This design comes from an exercise in tuning for small area and a short achievable clock period on the open sky130 flow, not from production work.
At most, simulation tests tie the RTL to the original design; equivalence was not proved.

== run 1 ==
Design goertzel_filter, start of the top module:
module goertzel_filter
  (input  [13:0] input_signal,
   input  clk,
   input  rst,
   output [39:0] magnitude);
  reg [17:0] q1, q2;
  reg [34:0] mag;
  assign magnitude = {5'b00000, mag};
  wire [19:0] q1x3 = {{2{q1[17]}}, q1} + {q1[17], q1, 1'b0};
  wire n1 = ~input_signal[11];
  wire n2 = ~input_signal[12];
  wire n3 = ~input_signal[13];
  wire n4 = ~input_signal[9];
  wire n5 = ~input_signal[10];
  wire s6 = ~(input_signal[5] ^ input_signal[2]);
  wire c7 = input_signal[5] | input_signal[2];
  wire s8, c9;
  gz_fa us8 (.a(input_signal[6]), .b(input_signal[3]), .c(input_signal[1]), .s(s8), .co(c9));
  wire s10 = ~(input_signal[7] ^ input_signal[4]);
  wire c11 = input_signal[7] | input_signal[4];
  wire s12 = ~(input_signal[8] ^ input_signal[5]);
  wire c13 = input_signal[8] | input_signal[5];
  wire s14, c15;
  gz_ha us14 (.a(input_signal[4]), .b(input_signal[1]), .s(s14), .co(c15));
  wire s16, c17;
  gz_fa us16 (.a(input_signal[0]), .b(n2), .c(n5), .s(s16), .co(c17));
  wire s18, c19;
  gz_fa us18 (.a(n3), .b(n1), .c(c7), .s(s18), .co(c19));
  wire s20, c21;
  gz_fa us20 (.a(input_signal[2]), .b(n2), .c(s10), .s(s20), .co(c21));
  wire s22, c23;
  gz_fa us22 (.a(input_signal[3]), .b(n3), .c(s12), .s(s22), .co(c23));
  wire s24, c25;
  gz_fa us24 (.a(input_signal[9]), .b(input_signal[6]), .c(input_signal[4]), .s(s24), .co(c25));
  wire s26 = ~(input_signal[10] ^ input_signal[7]);
  wire c27 = input_signal[10] | input_signal[7];
  wire s28 = ~(input_signal[11] ^ input_signal[8]);
  wire c29 = input_signal[11] | input_signal[8];
  wire s30, c31;
  gz_ha us30 (.a(n1), .b(n4), .s(s30), .co(c31));
  wire s32, c33;
  gz_fa us32 (.a(s6), .b(c15), .c(s16), .s(s32), .co(c33));
  wire s34, c35;
  gz_fa us34 (.a(s8), .b(c17), .c(s18), .s(s34), .co(c35));
  wire s36, c37;
  gz_fa us36 (.a(c9), .b(c19), .c(s20), .s(s36), .co(c37));
  wire s38, c39;
  gz_fa us38 (.a(c11), .b(c21), .c(s22), .s(s38), .co(c39));
  wire s40, c41;
  gz_fa us40 (.a(c13), .b(s24), .c(c23), .s(s40), .co(c41));
  wire s42, c43;
  gz_fa us42 (.a(input_signal[5]), .b(s26), .c(c25), .s(s42), .co(c43));
  wire s44, c45;
  gz_fa us44 (.a(input_signal[6]), .b(s28), .c(c27), .s(s44), .co(c45));
  wire n46 = ~q1[17];
  wire n47 = ~q1x3[7];
  ...
Size in the first run: ~2000 cells after synthesis, ~22000 sq um of cells after synthesis.
==> flow/config.mk <==
export PLATFORM = sky130hd
export DESIGN_NAME = goertzel_filter
export DESIGN_NICKNAME = goertzel_filter
export VERILOG_FILES = /design/flow/design.v
export SDC_FILE = /design/flow/constraint.sdc
export NUM_CORES = 4
export LEC_CHECK = 0
export CAP_MARGIN = 20
export CORE_MARGIN = 2
export CORE_UTILIZATION = 40
export SLEW_MARGIN = 20
export SYNTH_HIERARCHICAL = 1
export SYNTH_MINIMUM_KEEP_SIZE = 0
==> flow/constraint.sdc <==
create_clock -name core_clock -period 45.0 [get_ports {clk}]
set_input_delay 9.0000 -clock core_clock [delete_from_list [all_inputs] [get_ports {clk}]]
set_output_delay 9.0000 -clock core_clock [all_outputs]
set_load 0.01 [all_outputs]
standard.sh (not shown) runs the stock make flow with config.mk's settings and CLKGATE_MAP_FILE= SYNTH_SCRIPT=/design/flow/synth_recipe.tcl, a recipe that flattens the netlist after the stock synthesis.
==> flow/flow/run.sh <==
#!/bin/bash
set -euo pipefail
bash standard.sh SETUP_SLACK_MARGIN=28.5 finish > orfs_make.log 2>&1
Relative to run 1, the following input files were edited for run 2:
# run 1
export LEC_CHECK = 0
export CAP_MARGIN = 20
export CORE_MARGIN = 2
export CORE_UTILIZATION = 40
export SLEW_MARGIN = 20
export SYNTH_HIERARCHICAL = 1
export SYNTH_MINIMUM_KEEP_SIZE = 0
create_clock -name core_clock -period 45.0 [get_ports {clk}]
# run 2
export LEC_CHECK = 0
export CAP_MARGIN = 20
export CORE_MARGIN = 2
export CORE_UTILIZATION = 55
export SLEW_MARGIN = 20
export SYNTH_HIERARCHICAL = 1
export SYNTH_MINIMUM_KEEP_SIZE = 0
export TNS_END_PERCENT = 10
create_clock -name core_clock -period 45.0 [get_ports {clk}]
### Flow results
Run 2 closes out successfully: all stages finished, all timing, DRC and antenna checks passed. Run 2 against run 1; core outline area is down by more than a quarter. Going from run 1 to run 2, total non-filler cell area in the finished layout now sits lower.
--- input diff run 2..run 3 ---
# run 2
export LEC_CHECK = 0
export CAP_MARGIN = 20
export CORE_MARGIN = 2
export CORE_UTILIZATION = 55
export SLEW_MARGIN = 20
export SYNTH_HIERARCHICAL = 1
export SYNTH_MINIMUM_KEEP_SIZE = 0
export TNS_END_PERCENT = 10
create_clock -name core_clock -period 45.0 [get_ports {clk}]
# run 3
export LEC_CHECK = 0
export CAP_MARGIN = 20
export CORE_MARGIN = 2
export CORE_UTILIZATION = 40
export SLEW_MARGIN = 20
export SYNTH_HIERARCHICAL = 1
export SYNTH_MINIMUM_KEEP_SIZE = 0
create_clock -name core_clock -period 45.0 [get_ports {clk}]
==> flow/flow/run.sh <==
#!/bin/bash
set -euo pipefail
bash standard.sh SETUP_SLACK_MARGIN=27.5 finish > orfs_make.log 2>&1
==> run summary <==
Compared with run 2, run 3 shows a lower path depth of the worst reg2reg path. Run 3 vs run 2 — cell area dropped about 0.5%. The lower starting density of the core of run 2 and run 3 is in run 3. Utilization run 2 -> run 3: down. Compared with run 2, in run 3 maximum net fanout on the critical path up 12; wire length rose 2.2%. Of the two values seen for cell with the biggest individual delay on the critical path, clkdlybuf4s50_1 was produced by run 3 and fa_1 by run 2.
## Diff of input files: run 4 against run 3
# run 3
export LEC_CHECK = 0
export CAP_MARGIN = 20
export CORE_MARGIN = 2
export CORE_UTILIZATION = 40
export SLEW_MARGIN = 20
export SYNTH_HIERARCHICAL = 1
export SYNTH_MINIMUM_KEEP_SIZE = 0
create_clock -name core_clock -period 45.0 [get_ports {clk}]
# run 4
export LEC_CHECK = 0
export CAP_MARGIN = 20
export CORE_MARGIN = 2
export CORE_UTILIZATION = 55
export SLEW_MARGIN = 20
export SYNTH_HIERARCHICAL = 1
export SYNTH_MINIMUM_KEEP_SIZE = 0
create_clock -name core_clock -period 45.0 [get_ports {clk}]
==> flow/flow/run.sh <==
#!/bin/bash
set -euo pipefail
bash standard.sh SETUP_SLACK_MARGIN=28.5 SETUP_MOVE_SEQUENCE=unbuffer,sizeup,swap,buffer finish > orfs_make.log 2>&1
Results
Summary: finished layout cell area, run 4 worse than run 3
The number of vias after detailed routing reported for run 4 is greater than that of run 3 by 395.
Setup slack, run 3 and run 4: higher on run 4
No stage failed in run 4, and the final checks on the layout all came back clean.
Summary of run 4 over run 3: filler cell count dropped 1784; global-route usage rose 7.5 points.
Met2 usage: lower on run 3
| global-route wire length before repair | run 4 vs run 3 | 2.1% lower |


Starting RTL as in the previous note.
export LEC_CHECK = 0
export CAP_MARGIN = 20
export CORE_MARGIN = 2
export CORE_UTILIZATION = 55
export SLEW_MARGIN = 20
export SYNTH_HIERARCHICAL = 1
export SYNTH_MINIMUM_KEEP_SIZE = 0
create_clock -name core_clock -period 45.0 [get_ports {clk}]
==> flow/flow/run.sh <==
#!/bin/bash
set -euo pipefail
bash standard.sh SETUP_SLACK_MARGIN=29 SETUP_MOVE_SEQUENCE=unbuffer,sizeup,swap finish > orfs_make.log 2>&1
The starting point ran to the end with no violations.
==> next run, changes <==
==> flow/flow/run.sh (replaced) <==
#!/bin/bash
set -euo pipefail
bash standard.sh SETUP_SLACK_MARGIN=28.5 finish > orfs_make.log 2>&1
Worst hold slack hardly moves.
Worst setup slack is better by 210 ps.
Global-route usage came out higher by 0.53 points.
Non-clock buffer count rose by 38.
Clock skew goes down by 7.1 ps.
==> next run, changes <==
--- a/flow/config.mk
+++ b/flow/config.mk
@@ -10 +10 @@
-export CORE_UTILIZATION = 55
+export CORE_UTILIZATION = 70
Outcome: Synthesized area is unchanged.


goertzel_filter again, from the RTL that the note above started with.
Settings: LEC_CHECK=0, CAP_MARGIN=20, CORE_MARGIN=2, CORE_UTILIZATION=40, SLEW_MARGIN=20, SYNTH_HIERARCHICAL=1, SYNTH_MINIMUM_KEEP_SIZE=0; clock period 45.0 ns.
==> flow/flow/run.sh <==
#!/bin/bash
set -euo pipefail
bash standard.sh SETUP_SLACK_MARGIN=29.5 finish > orfs_make.log 2>&1
Next try:
==> flow/flow/run.sh (replaced) <==
#!/bin/bash
set -euo pipefail
bash standard.sh SETUP_SLACK_MARGIN=28.5 finish > orfs_make.log 2>&1
CORE_UTILIZATION = 55   (was 40)
CTS_BUF_LIST = sky130_fd_sc_hd__clkbuf_4 sky130_fd_sc_hd__clkbuf_8   (was unset)
=>
- worst setup slack gains 0.064 ns
- non-clock buffer count decreases by 29
Next try:
==> flow/run.sh (new file) <==
#!/bin/bash
# synth_recipe.tcl (not shown) runs the flow's synth.tcl, then flattens the netlist and writes it again
# the make line also repeats each setting of config.mk as NAME=value (left out here)
make -C /OpenROAD-flow-scripts/flow DESIGN_CONFIG=/design/flow/config.mk WORK_HOME=/design/flow/orfs CLKGATE_MAP_FILE= SYNTH_SCRIPT=/design/flow/synth_recipe.tcl finish
CTS_BUF_LIST = unset   (was sky130_fd_sc_hd__clkbuf_4 sky130_fd_sc_hd__clkbuf_8)
SETUP_SLACK_MARGIN = 5   (was unset)
removed: flow/flow/run.sh
removed: flow/standard.sh
Result: Register-to-register slack is worse by 1.3 ns; hold slack improved by 0.013 ns; global-route usage went down by 0.70 points; via count goes down slightly; die area stays the same; count of clock-buffer cells in the layout grows by 2.
Next try:
==> flow/flow/run.sh (new file) <==
#!/bin/bash
set -euo pipefail
bash standard.sh SETUP_SLACK_MARGIN=29 finish > orfs_make.log 2>&1
==> flow/standard.sh (new file) <==
#!/bin/bash
# synth_recipe.tcl (not shown) runs the flow's synth.tcl, then flattens the netlist and writes it again
# the make line also repeats each setting of config.mk as NAME=value (left out here)
make -C /OpenROAD-flow-scripts/flow DESIGN_CONFIG=/design/flow/config.mk WORK_HOME=/design/flow/orfs CLKGATE_MAP_FILE= SYNTH_SCRIPT=/design/flow/synth_recipe.tcl "${@:-finish}"
CTS_BUF_LIST = sky130_fd_sc_hd__clkbuf_8   (was unset)
CTS_CLUSTER_SIZE = 40   (was unset)
SETUP_SLACK_MARGIN = unset   (was 5)
removed: flow/run.sh
After rerunning: The changed run completed without violations. First-iteration DRC count is lower by 3.3%. Sequential cell count is unchanged. Clock skew rose by 0.014 ns. Via count increases by 1.2%.
Next try:
==> flow/flow/run.sh (replaced) <==
#!/bin/bash
set -euo pipefail
bash standard.sh SETUP_SLACK_MARGIN=28.5 finish > orfs_make.log 2>&1
CTS_BUF_LIST = unset   (was sky130_fd_sc_hd__clkbuf_8)
CTS_CLUSTER_SIZE = unset   (was 40)
TNS_END_PERCENT = 30   (was unset)
Die area stays the same. Routed wire length hardly moves. Global-route usage came out higher by 0.18 points. Worst hold slack got worse by 0.0064 ns. Flip-flop and latch count is unchanged. Core utilization fell by 0.94 points.
Next try:
CTS_BUF_LIST = sky130_fd_sc_hd__clkbuf_8   (was unset)
CTS_CLUSTER_SIZE = 40   (was unset)
TNS_END_PERCENT = unset   (was 30)
After rerunning:
- The new run ran to the end with no violations
- count of clock-buffer cells in the layout came out lower by 2
- routed wire length stays flat
- fmax came out higher slightly


Another version of the RTL of goertzel_filter (not shown whole).
For scale: about 1800 cells after synthesis, ~71 flip-flops, ~56 I/O pins.
==> flow/config.mk <==
export PLATFORM = sky130hd
export DESIGN_NAME = goertzel_filter
export DESIGN_NICKNAME = goertzel_filter
export VERILOG_FILES = /design/flow/design.v
export SDC_FILE = /design/flow/constraint.sdc
export NUM_CORES = 4
export LEC_CHECK = 0
export CAP_MARGIN = 20
export CORE_MARGIN = 2
export CORE_UTILIZATION = 40
export SLEW_MARGIN = 20
export SYNTH_HIERARCHICAL = 1
export SYNTH_MINIMUM_KEEP_SIZE = 0
==> flow/constraint.sdc <==
create_clock -name core_clock -period 45.0 [get_ports {clk}]
set_input_delay 9.0000 -clock core_clock [delete_from_list [all_inputs] [get_ports {clk}]]
set_output_delay 9.0000 -clock core_clock [all_outputs]
set_load 0.01 [all_outputs]
==> flow/flow/run.sh <==
#!/bin/bash
set -euo pipefail
bash standard.sh SETUP_SLACK_MARGIN=27.5 finish > orfs_make.log 2>&1
The first run finished with timing, DRC and antenna clean.
Rerun with:
==> flow/run.sh (new file) <==
#!/bin/bash
# synth_recipe.tcl (not shown) runs the flow's synth.tcl, then flattens the netlist and writes it again
# the make line also repeats each setting of config.mk as NAME=value (left out here)
make -C /OpenROAD-flow-scripts/flow DESIGN_CONFIG=/design/flow/config.mk WORK_HOME=/design/flow/orfs CLKGATE_MAP_FILE= SYNTH_SCRIPT=/design/flow/synth_recipe.tcl finish
removed: flow/flow/run.sh
removed: flow/standard.sh
Clock skew increases by 0.0049 ns; worst hold slack improves by 0.11 ns; critical path depth decreases by 1; core utilization decreases by 1.7 points; global-route usage decreases by 0.28 points; design area decreases by 3.8%.
Rerun with:
==> flow/flow/run.sh (new file) <==
#!/bin/bash
set -euo pipefail
bash standard.sh SETUP_SLACK_MARGIN=26 finish > orfs_make.log 2>&1
==> flow/standard.sh (new file) <==
#!/bin/bash
# synth_recipe.tcl (not shown) runs the flow's synth.tcl, then flattens the netlist and writes it again
# the make line also repeats each setting of config.mk as NAME=value (left out here)
make -C /OpenROAD-flow-scripts/flow DESIGN_CONFIG=/design/flow/config.mk WORK_HOME=/design/flow/orfs CLKGATE_MAP_FILE= SYNTH_SCRIPT=/design/flow/synth_recipe.tcl "${@:-finish}"
removed: flow/run.sh
Cell count barely changes; worst setup slack is better by 0.61 ns; area after synthesis stays the same; maximum frequency goes up by 3.3%; global-route usage stays flat.
Rerun with:
==> flow/flow/run.sh (replaced) <==
#!/bin/bash
set -euo pipefail
bash standard.sh SETUP_SLACK_MARGIN=29 finish > orfs_make.log 2>&1
What happened: Core utilization rose by 3.4 points. Final area increases by 7.7%. Setup slack gets better by 1.3 ns.


wip/harbor:
Another version of the RTL of goertzel_filter (not shown whole).
For scale: about 71 flip-flops, roughly 56 I/O pins, roughly 22000 um2 of cells after synthesis.
==> flow/config.mk <==
export PLATFORM = sky130hd
export DESIGN_NAME = goertzel_filter
export DESIGN_NICKNAME = goertzel_filter
export VERILOG_FILES = /design/flow/design.v
export SDC_FILE = /design/flow/constraint.sdc
export NUM_CORES = 4
export LEC_CHECK = 0
export CAP_MARGIN = 20
export CORE_MARGIN = 2
export CORE_UTILIZATION = 55
export SLEW_MARGIN = 20
export SYNTH_HIERARCHICAL = 1
export SYNTH_MINIMUM_KEEP_SIZE = 0
==> flow/constraint.sdc <==
create_clock -name core_clock -period 45.0 [get_ports {clk}]
set_input_delay 9.0000 -clock core_clock [delete_from_list [all_inputs] [get_ports {clk}]]
set_output_delay 9.0000 -clock core_clock [all_outputs]
set_load 0.01 [all_outputs]
==> flow/flow/run.sh <==
#!/bin/bash
set -euo pipefail
bash standard.sh SETUP_SLACK_MARGIN=29 finish > orfs_make.log 2>&1
Having completed the whole flow, wip/harbor delivered a layout that passed the timing, DRC and antenna checks.
For wip/sierra, these inputs were changed with respect to wip/harbor:
==> flow/flow/run.sh <==
#!/bin/bash
set -euo pipefail
bash standard.sh SETUP_SLACK_MARGIN=28 finish > orfs_make.log 2>&1
- Comparing wip/sierra and wip/harbor, the lower highest achievable clock rate is on wip/sierra.
- Re routed wire length: wip/sierra and wip/harbor aren't equal, and the lower value belongs to wip/sierra.
- Compared with wip/harbor, in wip/sierra wire length on met2 has decreased; worst clock skew has remained practically unchanged.
- Relative to wip/harbor, wire length of the first global-routing pass has gone down in wip/sierra.
- Cmp wip/sierra and wip/harbor / average routed wire per standard cell / lower: wip/sierra
- Estimated wirelength of the detail-placed design came out lower on wip/sierra than on wip/harbor.
- wip/sierra went all the way through the flow, and no timing, DRC or antenna check failed.
- Going from wip/harbor to wip/sierra, routed length on met1 shrank by a few percent.
- [compare] base=wip/harbor new=wip/sierra: cell area shows a reduction of 440 um2; count of sequential standard cells level; worst endpoint data arrival time moved up.
For wip/raven, these inputs were changed with respect to wip/sierra:
==> flow/flow/run.sh <==
#!/bin/bash
set -euo pipefail
bash standard.sh SETUP_SLACK_MARGIN=28.5 finish > orfs_make.log 2>&1
wip/raven completed every stage of the flow, and the final layout passed the timing, DRC and antenna checks.
Wire length of the first global-routing pass was higher in wip/raven than in wip/sierra.
As far as sequential share of layout area is concerned, wip/raven and wip/sierra perform about the same.
Looking only at utilization, and setting everything else aside, the lower value of wip/raven and wip/sierra goes to wip/sierra.
The inputs of wip/tundra differ from those of wip/raven as listed below.
- TNS_END_PERCENT newly set to 10
Results
- The wire length of the first global-routing pass was comparable across wip/raven and wip/tundra.
- Looking at wip/raven and wip/tundra, the area growth from synthesis to layout is a wash.
- wip/tundra falls short of wip/raven in worst hold margin.
- Re part of the cycle the worst path needs: wip/raven was higher than wip/tundra.
Relative to wip/tundra, the following input files were edited for wip/xenon:
- CTS_BUF_LIST now sky130_fd_sc_hd__clkbuf_8, previously not set
- CTS_CLUSTER_SIZE now 40, previously not set
--- outcome ---
- Compared to wip/tundra, the router laid down less metal wire for wip/xenon.
- Changes observed in wip/xenon relative to wip/tundra: utilization ~0 delta, vertical die dimension closely matched the old numbers.
- From wip/tundra to wip/xenon the numbers moved as follows: highest fanout seen on the critical path grew by 1, number of setup buffers added after CTS now sits lower.
No run of this note included a check of the RTL's function; only the layout flow was run.

## port drivers added, routing unchanged
The flow's constraints put no driver on any port. The routed layouts listed below were extracted and timed again, unchanged, in two steps. Step 1 (the two cells are an assumption about what drives the block):
set clk [get_ports {clk}]
set_driving_cell -lib_cell sky130_fd_sc_hd__clkbuf_16 $clk
set_driving_cell -lib_cell sky130_fd_sc_hd__buf_2 [delete_from_list [all_inputs] $clk]
Step 2 moves the port delays by t, midway between the first and last clock arrival at a register: inputs arrive t later, outputs are due t later. That takes back most of the time a late clock gives input paths. Slacks: no drivers / after step 1 / after step 2; pairs: no drivers / after step 1.
| run | t, ns | setup WS [ns] | worst setup path at the end | worst data-port slew with drivers (ns) | pins driven straight from the clock port |
|---|---|---|---|---|---|
| run 1 | 0.439 | 28.600 / 28.609 / 28.170 | input to register | 0.05 | 1 |
| run 2 | 0.429 | 28.577 / 28.611 / 28.182 | input to register | 0.06 | 1 |
| run 3 | 0.439 | 27.783 / 27.802 / 27.364 | input to register | 0.04 | 1 |
| run 4 | 0.426 | 28.630 / 28.646 / 28.220 | input to register | 0.06 | 1 |
| the first run of note 2 | 0.429 | 28.418 / 28.409 / 27.980 | input to register | 0.06 | 1 |
| the second run of note 2 | 0.426 | 28.630 / 28.646 / 28.220 | input to register | 0.06 | 1 |
| the third run of note 2 | 0.432 | 28.556 / 28.583 / 28.150 | input to register | 0.06 | 1 |
| the first run of note 3 | 0.436 | 28.568 / 28.548 / 28.112 | input to register | 0.07 | 1 |
| the second run of note 3 | 0.483 | 28.632 / 28.646 / 28.163 | input to register | 0.05 | 1 |
| the third run of note 3 | 0.427 | 26.976 / 26.998 / 26.571 | input to register | 0.04 | 1 |
| the fourth run of note 3 | 0.473 | 28.638 / 28.625 / 28.152 | input to register | 0.06 | 1 |
| the fifth run of note 3 | 0.426 | 28.565 / 28.597 / 28.171 | input to register | 0.06 | 1 |
| the sixth run of note 3 | 0.482 | 28.635 / 28.649 / 28.166 | input to register | 0.05 | 1 |
| the first run of note 4 | 0.440 | 27.548 / 27.552 / 27.112 | input to register | 0.07 | 1 |
| the second run of note 4 | 0.442 | 25.763 / 25.788 / 25.346 | input to register | 0.04 | 1 |
| the third run of note 4 | 0.441 | 26.371 / 26.395 / 25.955 | input to register | 0.04 | 1 |
| the fourth run of note 4 | 0.448 | 27.687 / 27.708 / 27.261 | input to register | 0.07 | 1 |
| wip/harbor | 0.440 | 28.471 / 28.476 / 28.037 | input to register | 0.06 | 1 |
| wip/sierra | 0.434 | 28.207 / 28.206 / 27.771 | input to register | 0.05 | 1 |
| wip/raven | 0.439 | 28.363 / 28.375 / 27.936 | input to register | 0.07 | 1 |
| wip/tundra | 0.434 | 28.540 / 28.546 / 28.112 | input to register | 0.06 | 1 |
| wip/xenon | 0.484 | 28.545 / 28.548 / 28.063 | input to register | 0.06 | 1 |
After both steps setup and hold are still met in every run listed. For the fourth run of note 3, which loses most, drivers alone change the setup slack by -0.013 ns; drivers and shift together by -0.486 ns.
